What follows belongs to an exercise in optimizing a design on an open flow for small area; a production flow would make more cautious choices.
Function was not checked in any run shown here: the RTL went through the layout flow alone.
Power is estimated from default activity; no workload was simulated.

==> flow/design.v, too long to show whole: its modules and the start of the top module <==
// module pps_synch: 147 lines
// module pfx_and: 20 lines
// module timestamptous: 809 lines
module pps_synch(
	input		clk,
	input		rst,
	input	[2:0]	pps,
	input	[2:0]	pps_sel,
	input		sysref,
	input	[31:0]	load_secs,
	input	[31:0]	load_ns,
	input	[7:0]	load_subns,
	input	[5:0]	ns_per_clk,
	input	[7:0]	subns_per_clk,
	input	[31:0]	delay_ns,
	input	[3:0]	mode,
	input	[2:0]	sanity_mode,
	input	[15:0]	lockout_ns,
	input	[31:0]	rollover_thresh_ns,
	input	[1:0]	capture_mode,
	output	[31:0]	captured_secs,
	output	[31:0]	captured_ns,
	output	[7:0]	captured_subns,
	output		captured,
	output	[31:0]	secs,
	output	[31:0]	ns,
	output	[7:0]	subns,
	output		running,
	output  [63:0]  timestamp_us,
	output          timestamp_valid
);
  // ...
==> flow/flow/run.sh <==
#!/bin/bash
export BUFFER_PORTS_ARGS="-buffer_cell sky130_fd_sc_hd__buf_1"
export CTS_ARGS="-sink_clustering_enable -repair_clock_nets -dont_use_dummy_load -buf_list {sky130_fd_sc_hd__clkbuf_4 sky130_fd_sc_hd__clkbuf_8} -root_buf sky130_fd_sc_hd__clkbuf_8"
bash standard.sh > standard.log 2>&1
==> flow/standard.sh <==
#!/bin/bash
# synth_recipe.tcl (not shown) runs the flow's synth.tcl, then flattens the netlist and writes it again
# the make line also repeats each setting of config.mk as NAME=value (left out here)
make -C /OpenROAD-flow-scripts/flow DESIGN_CONFIG=/design/flow/config.mk WORK_HOME=/design/flow/orfs CLKGATE_MAP_FILE= SYNTH_SCRIPT=/design/flow/synth_recipe.tcl "${@:-finish}"
==> flow/config.mk <==
export PLATFORM = sky130hd
export DESIGN_NAME = pps_synch
export DESIGN_NICKNAME = pps_synch
export VERILOG_FILES = /design/flow/design.v
export SDC_FILE = /design/flow/constraint.sdc
export NUM_CORES = 4
export LEC_CHECK = 0
export CAP_MARGIN = 20
export CORE_MARGIN = 2
export CORE_UTILIZATION = 40
export SETUP_SLACK_MARGIN = 0.08
export SLEW_MARGIN = 20
==> flow/constraint.sdc <==
create_clock -name core_clock -period 5.0 [get_ports {clk}]
set_input_delay 1.0000 -clock core_clock [delete_from_list [all_inputs] [get_ports {clk}]]
set_output_delay 1.0000 -clock core_clock [all_outputs]
set_load 0.01 [all_outputs]
==> out/metrics.cfg, run 1 <==
[timing]
fin_setup_tns_ns = 0

[global_route]
use_met3_pct = 3.90
grt_antenna_before_repair = 8

[synth]
synth_top_family_by_area = adder cells
syn_inst = 3448
yosys.area_share.adder_pct = 29.2
synth-simple-area-share_pct = 9.92

[run_status]
status = timing/DRC/antenna clean

[cts]
post_cts_resized = 17
cts_tree = built

[worst_setup_path]
r2r_setup_slack_ns = 0.22
rr_endpoint = tstous.s1_hi[22]$_DFF_P_
max_stage_delay_ns = 0.57

[place]
port_buffers = 382

[floorplanning]
core_region_area_um2 = 89700
boundaryPins = 395
row_count = 110

[layout]
diodes = 5
layoutNonFillerInstCount = 5230
final_nets = 4900
multi_input_area_um2 = 20200
signal_buffers = 570
multi_input_area_share_pct = 48.1

[route]
top_layer = met5
first_pass_iters = 5
drc_errors = 0

[power_and_ir_drop]
p_switching_w = 0.0106
seq_cell_power_w = 0.00770

[worst_hold_path]
hp-class = flip-flop to flip-flop

==> run 2, diff against run 1 <==
==> flow/flow/run.sh (replaced) <==
#!/bin/bash
export BUFFER_PORTS_ARGS="-buffer_cell sky130_fd_sc_hd__buf_1"
export CTS_ARGS="-sink_clustering_enable -repair_clock_nets -dont_use_dummy_load -buf_list {sky130_fd_sc_hd__clkbuf_4} -root_buf sky130_fd_sc_hd__clkbuf_8"
bash standard.sh > standard.log 2>&1
==> run 2 against run 1 <==
Synthesized cell count is the same. Still clean. First-iteration DRC count up 8.4%. Largest power group unchanged. Global-route usage grew 0.21 points. Synthesized area did not move. Combinational power barely moved. Sequential power about the same. Clock skew grew 0.028 ns. Register-to-register slack got worse by 0.04 ns. Maximum frequency fell by 0.73%. Final area fell by 0.40%. Setup slack got worse by 0.035 ns.
==> out/metrics.cfg, run 2 <==
[route]
wl_per_cell_um = 18.3
dr.first_iter.drc_count = 1530
route.antenna.remaining_nets = 0
vias_per_cell = 5.00
wl_um = 96900
num_vias = 26490
first_pass_iters = 5  ; unchanged
drc_errors = 0  ; unchanged

[worst_setup_path]
path_cells = fa_1 -> fa_1 -> fa_1 -> inv_2 -> fa_1 -> inv_2 -> fa_2 -> a21o_1 -> a21oi_2 -> o21ai_2 -> a2111oi_2 -> buf_4 -> o31ai_4 -> nor4_2 -> nor3_2 -> a211o_1 -> a21oi_2 -> xnor2_1
cp_max_fo = 4
worst-r2r-cell-count = 18
rr_endpoint = tstous.s1_hi[22]$_DFF_P_
cpMaxStageDelayCell = fa_1
arrival_ns = 5.49
r2r_start = ns_r[24]$_SDFFE_PP0P_
cp.depth = 18
crit_path_end = tstous.s1_hi[22]$_DFF_P_
max_stage_delay_ns = 0.56  ; about the same
criticalPathCategory = flip-flop to flip-flop
required_ns = 5.68
r2r_setup_slack_ns = 0.19  ; -0.04 ns
start_kind = flip-flop
crit_top_cell = fa_1
startpoint = ns_r[24]$_SDFFE_PP0P_
cp-end-kind = flip-flop
critical_path.top_delay_family = adder cells
crit_buf_inv = 3

[flow_run]
cap_violations = 0

[timing]
rsz0062_at_grt = yes
fin_setup_tns_ns = 0  ; unchanged
max_freq_mhz = 208
worstMarginPinSlew_ns = 0.951
final_hold_viol_count = 0
post-route-min-period_ns = 4.81
setup_viol = 0
fin_skew_ns = 0.103
maxSlewHeadroom_pct = 36.6
slew_violations = 0
worst_slack_ns = 0.185
post-route-period-util_pct = 96.3
hold_ws_ns = 0.257

[synth]
seq_area_frac_synth_pct = 38.3
syn_area_um2 = 36100
synth_ff_type = dfxtp_1
syn_inst = 3448  ; unchanged
synth_top_cell_by_area = dfxtp_1
ys_warn_count = 2
async_flop_share_pct = 0
synth.area.top_cells = dfxtp_1 (28%), fa_1 (16%), ha_1 (13%), edfxtp_1 (10%), inv_1 (5.7%)
ys_seq_elements = 630
ys_top_cells_by_count = inv_1 (548), dfxtp_1 (506), ha_1 (368)
synth_most_common_cell = inv_1
synth.distinct_cells = 75
synth_top_cell_area_share_pct = 28.0
synth_edf_count = 124
avgSynthCellArea_um2 = 10.5

[place]
place_ws_ns = -0.183
dp_hpwl_um = 77200
place.gp.congestion = 0.906
port_buffers = 382  ; unchanged

[layout]
mostFrequentLayoutCells = inv_1 (528), dfxtp_1 (483), buf_1 (381), ha_1 (363), fa_1 (293)
drive_gt1_share_pct = 11.7
final_common_cell = inv_1
synthToLayoutAreaGrowth_pct = 15.9
final_nets = 4965  ; +1.3%
fin_util_pct = 46.7

[global_route]
grt_pass1_vias = 26544
track_usage_pct = 20.8
grt_antenna_before_repair = 9  ; +1
gr-total-overflow = 0
grt_first_pass_wirelength_um = 149000
grt_max_degree = 73

[power_and_ir_drop]
power_density_nw_per_um2 = 624
ir_worst_vdd_mv = 0.423
p_leak_nw = 18.9

[floorplanning]
start_util_pct = 40.3
die_h_um = 305
die_x_um = 305
die_area_um2 = 92800
row_count = 110  ; unchanged
core_region_area_um2 = 89700  ; unchanged
boundaryPins = 395  ; unchanged

[cts]
insertion_delay_ns = 0.82
root_buffer = clkbuf_8
clk_pin_slew_worst_paths_ns = 0.06
cts_sinks = 630
htree_levels = 4
cts_made_buffers = 171
cts_tree = built
clockBufferDepth = 3

[worst_hold_path]
hp-start = tstous.d2[16]$_DFF_P_
hp-class = flip-flop to flip-flop

[run_status]
status = timing/DRC/antenna clean

==> run 2: how the worst min path moves through the flow <==
stage / endpoint / depth (start not counted)
2_1_floorplan: tstous.d1[0]$_DFF_P_ / 0
3_3_place_gp: tstous.d1[22]$_DFF_P_ / 0
3_5_place_dp: tstous.d1[15]$_DFF_P_ / 0
4_1_cts: step_r[2]$_DFF_P_ / 1
5_1_grt: step_r[2]$_DFF_P_ / 1
6_report: tstous.d3[16]$_DFF_P_ / 0
==> run 2: layout make-up <==
| class | instances | area, um2 |
|---|---|---|
| fill | 8571 | 47800 |
| multi-input combinational | 2193 | 20200 |
| sequential | 630 | 13900 |
| timing repair buffer | 571 | 2900 |
| inverter | 549 | 2080 |
| tap | 1176 | 1470 |
| clock buffer | 171 | 1290 |
| antenna | 5 | 12.5 |
==> run 2: cells by family after synthesis <==
logic type,Yosys count,share of synthesized area [%]
muxes,16,0.443
adders and majority gates,665,29.2
and+or+nand+nor,711,9.92
buffers and inverters,636,6.79
other,1,0.0104
xor gates and xnor gates,139,3.37
AOI/OAI and AO/OA,650,12.0
DFF,630,38.3
==> run 2: timing repair <==
item                                    CTS  global route
hold buffers                              0             0
gates cloned                              0             0
gates resized for setup                  23            69
endpoints found under the setup margin   15            24
buffers inserted                          2            14
pin swaps                                 9            56
endpoints found under the hold margin     0             0
==> run 2: through the flow <==
step                std cells  cell area, um2  total power [W]
floorplan                3459           36200           0.0178
global placement         5101           40100           0.0219
detailed placement       5102           40100           0.0221
CTS                      5275           41500           0.0259
global route             5293           41900           0.0288
finish                   5295           41900           0.0261
==> run 2: power by group <==
part           switching [W]  internal [W]
sequential          0.000656       0.00705
clock                0.00183       0.00155
combinational        0.00812       0.00694
==> run 2: metal layers <==
| metal | share of wire, % | GRT usage [%] | up-vias |
|---|---|---|---|
| met5 | 0.033 | 0 | - |
| li1 | - | - | 13029 |
| met4 | 2.6 | 7.10 | 6 |
| met3 | 6.3 | 4.85 | 177 |
| met1 | 42 | 25.6 | 12520 |
| met2 | 49 | 35.7 | 758 |
==> run 3, diff against run 2 <==
==> flow/flow/run.sh (replaced) <==
#!/bin/bash
export BUFFER_PORTS_ARGS="-buffer_cell sky130_fd_sc_hd__buf_1"
export CTS_ARGS="-sink_clustering_enable -repair_clock_nets -dont_use_dummy_load -buf_list {sky130_fd_sc_hd__clkbuf_8} -root_buf sky130_fd_sc_hd__clkbuf_8 -sink_clustering_size 18 -sink_clustering_max_diameter 70"
bash standard.sh > standard.log 2>&1
--- a/flow/config.mk
+++ b/flow/config.mk
@@ -7,6 +7,5 @@
 export LEC_CHECK = 0
 export CAP_MARGIN = 20
 export CORE_MARGIN = 2
-export CORE_UTILIZATION = 40
-export SETUP_SLACK_MARGIN = 0.08
+export CORE_UTILIZATION = 60
 export SLEW_MARGIN = 20
==> run 3 against run 2 <==
Largest cell class unchanged. Maximum frequency shrank 1.2%. Sequential cell count is the same. Critical path type unchanged. Final area shrank 2.8%.
==> out/metrics.cfg, run 3 <==
[run_status]
status = timing/DRC/antenna clean

[layout]
final_common_cell = inv_1
synthToLayoutAreaGrowth_pct = 12.6
drive_gt1_share_pct = 8.28  ; -3.5 points
fin_util_pct = 68.7  ; +22 points
final_nets = 4851  ; -2.3%
layoutNonFillerInstCount = 4787  ; -9.6%
mostFrequentLayoutCells = inv_1 (537), dfxtp_1 (493), buf_1 (381), ha_1 (365), fa_1 (295)

[synth]
ys_seq_elements = 630  ; unchanged
synth.distinct_cells = 75  ; unchanged
synth_top_cell_by_area = dfxtp_1
synth_top_cell_area_share_pct = 28.0  ; unchanged
seq_area_frac_synth_pct = 38.3  ; unchanged
avgSynthCellArea_um2 = 10.5  ; unchanged
synth_ff_type = dfxtp_1
syn_inst = 3448  ; unchanged
synth.area.top_cells = dfxtp_1 (28%), fa_1 (16%), ha_1 (13%), edfxtp_1 (10%), inv_1 (5.7%)
syn_area_um2 = 36100  ; unchanged
synth_edf_count = 124  ; unchanged
async_flop_share_pct = 0  ; unchanged
ys_top_cells_by_count = inv_1 (548), dfxtp_1 (506), ha_1 (368)
ys_warn_count = 2  ; unchanged
synth_most_common_cell = inv_1

[timing]
slew_violations = 0  ; unchanged
hold_ws_ns = 0.277  ; +0.0202 ns
final_hold_viol_count = 0  ; unchanged
maxSlewHeadroom_pct = 33.3  ; -3.2 points
post-route-min-period_ns = 4.87  ; +0.0585 ns
fin_setup_tns_ns = 0  ; unchanged
worstMarginPinSlew_ns = 0.998  ; +0.0463 ns
max_freq_mhz = 205  ; -1.2%
fin_skew_ns = 0.0773  ; -0.0252 ns
rsz0062_at_grt = yes
post-route-period-util_pct = 97.5  ; +1.2 points
setup_viol = 0  ; unchanged

[cts]
ctsHoldBuffers = 0  ; unchanged
cts_sinks = 630  ; unchanged
root_buffer = clkbuf_8
cts_made_buffers = 50  ; -71%
insertion_delay_ns = 0.67  ; -0.15 ns
clk_pin_slew_worst_paths_ns = 0.11  ; +0.05 ns
cts_tree = built
clockBufferDepth = 3  ; unchanged
htree_levels = 2  ; -2

[worst_setup_path]
cp-end-kind = flip-flop
arrival_ns = 5.45  ; -0.04 ns
path_cells = buf_6 -> ha_1 -> a21o_1 -> a21o_1 -> o2111ai_4 -> a21oi_1 -> or2_2 -> a21o_1 -> a21oi_2 -> xnor2_1 -> nand2_1 -> nand2_2 -> ha_1 -> a21oi_1 -> nor2b_1 -> o21ai_0 -> nand2b_1 -> a21oi_1 -> o21ai_0 -> a221oi_1 -> nand4_1 -> or4_1 -> nor4b_2
required_ns = 5.58  ; -0.10 ns
criticalPathCategory = flip-flop to flip-flop
max_stage_delay_ns = 0.54  ; -0.02 ns
cpMaxStageDelayCell = or4_1
cp_max_fo = 5  ; +1
start_kind = flip-flop

[power_and_ir_drop]
power_density_nw_per_um2 = 615  ; -1.4%
ir_worst_vdd_mv = 0.357  ; -16%
p_leak_nw = 18.5  ; -2.2%

[route]
dr.first_iter.drc_count = 1934  ; +26%
drc_errors = 0  ; unchanged
first_pass_iters = 8  ; +3
wl_um = 96300  ; -0.64%
route.antenna.remaining_nets = 0  ; unchanged
wl_per_cell_um = 20.1  ; +9.9%
vias_per_cell = 5.64  ; +13%
num_vias = 27018  ; +2.0%

[global_route]
gr-total-overflow = 0  ; unchanged
grt_antenna_before_repair = 15  ; +6
grt_first_pass_wirelength_um = 150000  ; +0.83%
grt_max_degree = 73  ; unchanged
track_usage_pct = 30.8  ; +10 points
grt_pass1_vias = 27604  ; +4.0%

[worst_hold_path]
hp-class = flip-flop to flip-flop

[floorplanning]
boundaryPins = 395  ; unchanged
core_region_area_um2 = 59200  ; -34%
die_h_um = 249  ; -18%
die_area_um2 = 62200  ; -33%
die_x_um = 249  ; -18%
start_util_pct = 61.0  ; +21 points
row_count = 89  ; -19%

[place]
place.gp.congestion = 0.966  ; +6.7%
port_buffers = 382  ; unchanged
dp_hpwl_um = 77800  ; +0.71%
dpl.cell_count = 4710  ; -7.7%

[flow_run]
cap_violations = 0  ; unchanged

run 3: area by class of cell:
| type | instances | area (um2) |
|---|---|---|
| fillers | 4665 | 18500 |
| inverters | 549 | 2070 |
| repair buffers | 578 | 2960 |
| multi-input cells | 2193 | 20100 |
| diodes | 14 | 35.0 |
| flip-flops and latches | 630 | 13900 |
| clock buffers | 50 | 688 |
| well taps | 773 | 967 |
run 3: repair_timing:
action                                  in CTS  in global routing
pin swaps                                    3                 26
endpoints found under the setup margin       8                 16
hold endpoints to repair                     0                  0
resized for setup                            7                 39
buffers inserted                             0                 11
run 3: metrics by stage:
| stage | setup slack, ns | area (um2) | power [W] |
|---|---|---|---|
| 6_report | 0.127 | 40700 | 0.0250 |
| 4_1_cts | 0.0220 | 40300 | 0.0248 |
| 3_3_place_gp | -0.254 | 39600 | 0.0217 |
| 3_5_place_dp | -0.294 | 39600 | 0.0222 |
| 5_1_grt | -0.0503 | 40700 | 0.0273 |
| 2_1_floorplan | 0.0164 | 36200 | 0.0178 |
run 3: worst paths after layout:
check	startpoint	to	slack (ns)	cells after the start
worst max-delay path	ns_r[5]$_SDFFE_PP0P_	lock_lt_r$_DFF_P_	0.13	23
worst min-delay path	tstous.b[20]$_DFF_P_	tstous.d1[20]$_DFF_P_	0.28	0
worst max register to register	ns_r[5]$_SDFFE_PP0P_	lock_lt_r$_DFF_P_	0.13	23
worst min register to register	tstous.b[20]$_DFF_P_	tstous.d1[20]$_DFF_P_	0.28	0
run 3: logic make-up (layout without fill, tap and decap cells):
| kind of cell | count (synthesis) | in the layout | synth area share, % |
|---|---|---|---|
| buf+inv | 636 | 1177 | 6.79 |
| simple gates | 711 | 711 | 9.92 |
| flops | 630 | 630 | 38.3 |
| mux | 16 | 16 | 0.443 |
| xor+xnor | 139 | 139 | 3.37 |
| compound gates | 650 | 650 | 12.0 |
| fa+ha+maj | 665 | 665 | 29.2 |
| other cells | 1 | 26 | 0.0104 |
run 3: routing by layer:
layer	vias up	part of all wire [%]	track usage [%]
li1	12746	-	-
met2	883	49	53.6
met1	13155	40	37.9
met5	-	0.045	0
met4	6	4.6	13.9
met3	228	5.5	4.61
run 3: where the power goes:
part           switching, W  internal, W  total, W
logic               0.00819      0.00673    0.0149
registers          0.000643      0.00703   0.00767
clock network       0.00154     0.000892   0.00243
run 3: critical path: cells and delay by family, from the launching register on:
kind                       cells  cell delay [ns]
AOI/OAI and AO/OA             11             2.03
and+or+nand+nor                8             1.60
adders and majority gates      2             0.55
DFF                            1             0.33
xor gates and xnor gates       1             0.15
buffers and inverters          1             0.13

## re-timing with driven ports
Ports are ideal in the flow. The routed layouts listed here were re-timed in OpenROAD. Step 1 assumes that a clkbuf_16 drives the clock port and a buf_2 every other input. Step 2 times the ports against the registers' clock, not the clock port: input delays grow and output delays shrink by t, the midpoint of the rising clock arrivals with the driver on. Slacks: ideal ports / drivers / drivers and shift; pairs: ideal ports / drivers.
run | t, ns | setup slack, ns | worst setup path at the end | clock arrival spread, ns | worst data-port slew with drivers (ns)
run 1 | 0.762 | 0.220 / 0.220 / 0.220 | register to register | 0.085 / 0.086 | 0.17
run 2 | 0.829 | 0.185 / 0.185 / 0.185 | register to register | 0.106 / 0.106 | 0.18
run 3 | 0.690 | 0.127 / 0.127 / 0.127 | register to register | 0.077 / 0.078 | 0.13
After both steps every run listed still meets setup and hold.
